Background: an optimization exercise with open tools, aiming at small area. Do not read the settings as production practice.
In this exercise RTL edits were held to simulation tests only and were not proved equivalent to the original.
No activity file was given, so power comes from the tool's default toggle rates.

== v23 ==
// poly_unit
module poly_unit(clk, resetn, go, data_in, data_result, hex0, hex1);
For scale: ~240 cells after synthesis, roughly 36 flip-flops, ~33 I/O pins, about 0.0022 mm2 of cells after synthesis.
clock: 6.0 ns
lec_check: 0
cap_margin: 20
core_margin: 2
core_utilization: 60
slew_margin: 20
standard.sh (not shown) runs the stock make flow with config.mk's settings and CLKGATE_MAP_FILE= SYNTH_SCRIPT=/design/flow/synth_recipe.tcl, a recipe that flattens the netlist after the stock synthesis.
==> flow/flow/run.sh <==
#!/bin/bash
# The standard layout (standard.sh) with these changes to how it is made:
#  - synthesis is the standard flow's own script (synth_recipe.tcl) with two changes:
#    Yosys's synth also skips its quick ABC pass (-noabc, besides -nofsm
#    -noshare), extract_fa extracts only full adders (-fa), and the final
#    ABC technology mapping runs flow/abc_area.script, an area-oriented
#    script. Registers are mapped before ABC, so they are the standard
#    synthesis's.
#  - the port buffers are sky130_fd_sc_hd__buf_1;
#  - the clock tree uses clkbuf_4 in clusters of at most 8 sinks, with no
#    dummy loads.
# Each tool's output goes to a log of its own in this folder.
set -euo pipefail
work=$(pwd)
{
  echo 'proc synth {args} { yosys synth -nofsm -noshare -noabc {*}$args }'
  cat <<TCL
proc extract_fa {args} { yosys extract_fa -fa {*}\$args }
proc abc {args} {
  set i [lsearch -exact \$args -script]
  if { \$i >= 0 } {
    set args [lreplace \$args \$i [expr {\$i + 1}] -script $work/flow/abc_area.script]
  }
  yosys abc {*}\$args
}
TCL
  # synth_recipe.tcl without its first line, the proc synth replaced above
  head -1 "$work/synth_recipe.tcl" | grep -q '^proc synth ' || { echo "unexpected synth_recipe.tcl" >&2; exit 1; }
  tail -n +2 "$work/synth_recipe.tcl"
} > "$work/area_synth.tcl"
args=("SYNTH_SCRIPT=$work/area_synth.tcl"
      "BUFFER_PORTS_ARGS=-buffer_cell sky130_fd_sc_hd__buf_1"
      "CTS_ARGS=-sink_clustering_enable -repair_clock_nets -dont_use_dummy_load -sink_clustering_size 8 -buf_list sky130_fd_sc_hd__clkbuf_4")
bash standard.sh "${args[@]}" synth > synth.log 2>&1
bash standard.sh "${args[@]}" finish > layout.log 2>&1
==> flow/flow/abc_area.script <==
strash
dch -f
map -a
mfs2
strash
dch -f
map -a
mfs2
strash
dch -f
amap
v23: all stages complete, timing, DRC and antenna checks passed
Relative to v23, the following input files were edited for v35:
--- a/flow/flow/run.sh
+++ b/flow/flow/run.sh
@@ -7 +7,2 @@
-#    script. Registers are mapped before ABC, so they are the standard
+#    script, without the weak _0 cells and clkinv_1, which have same-area
+#    twins. Registers are mapped before ABC, so they are the standard
@@ -23,0 +25,5 @@
+  # weak cells with a same-area _1 (or inv_1) twin: leave them out so that the
+  # placer need not buffer their nets
+  foreach c {o21ai_0 a21boi_0 and2_0 o311ai_0 or2_0 clkinv_1} {
+    lappend args -dont_use sky130_fd_sc_hd__\$c
+  }
## What came out
Across both runs, worst reg-to-reg path cell count was lower for v35 than for v23.
Comparing v23 and v35, the higher post-synthesis simple-gate area fraction is on v23.
Looking at v23 and v35, the total of hold buffers inserted after clock tree synthesis is a wash.
Measured against each other, v23 and v35 differ in overall power of the completed layout, the higher figure coming from v23.
data_in[2] as the source of the critical timing path was reported by v35, and data_in[1] by v23.
v23 → v35: core utilization down 0.42 points; net switching power figure down 2.8%; met3 usage up 0.35 points; number of cells in the design after placement down 4.
Final worst slack in v35 vs v23: up 0.0073 ns
v35 reports a lower wire length on met3 than v23 does.
In v35 the relative contribution of combinational cells to total power turned out 0.2 points higher than in v23.
Inputs modified between v35 and v3:
Settings: an added PLACE_DENSITY of 0.75; an added GPL_TIMING_DRIVEN of 0; a change of CORE_UTILIZATION from 60 to 70.
==> flow/flow/abc_area.script <==
strash
dch -f
amap
mfs2
strash
dch -f
amap
mfs2
strash
dch -f
amap
## What came out
- Measured against each other, v3 and v35 differ in clock period minus final worst setup slack, the lower figure coming from v35.
- Max freq v35 -> v3: degraded
- Every stage of the flow completed for v3, and the final layout passed the timing, DRC and antenna checks.
- First-pass GRT wire length, v3 and v35: lower on v3
### v3 -> v40
Settings: clearing GPL_TIMING_DRIVEN, which used to be 0; swapping 70 for 60 in CORE_UTILIZATION; clearing PLACE_DENSITY, which used to be 0.75.
### Flow results
Status | v3 and v40 | clean
Lower critical path data arrival time was reported by v40, not v3.
Compared with v3, v40 improves final worst slack.
v3 → v40: share of the clock period used by the worst path went down 4.6 points; die footprint went up about 16%; portion of the layout cell area used by clock cells held.

## re-timing with driven ports
No port has a modelled driver above. Below, the same layouts with a new extraction and two added sets of constraints. Step 1 assumes that a clkbuf_16 drives the clock port and a buf_2 every other input. Step 2 adds t to the input delays and takes it off the output delays; t is the mean of the earliest and latest rising clock arrival at the registers after step 1. Input paths then give back, and output paths get back, about the clock's delay inside the block. Three values: ideal, step 1, step 2; two values: the first two.
run	t (ns)	slack for setup (ns)	worst hold slack (ns)	clock arrival spread, ns	worst data-port slew with drivers (ns)
v23	0.354	0.997 / 0.996 / 0.642	0.439 / 0.439 / 0.439	0.024 / 0.024	0.03
v35	0.351	1.004 / 1.007 / 0.656	0.452 / 0.452 / 0.452	0.037 / 0.037	0.03
v3	0.362	0.650 / 0.648 / 0.286	0.460 / 0.460 / 0.460	0.045 / 0.044	0.03
v40	0.350	0.926 / 0.929 / 0.579	0.457 / 0.457 / 0.457	0.016 / 0.017	0.03
After both steps setup and hold are still met in every run listed. The setup slack of v3, which loses most, moves by -0.002 ns with the drivers and by -0.364 ns with both steps.
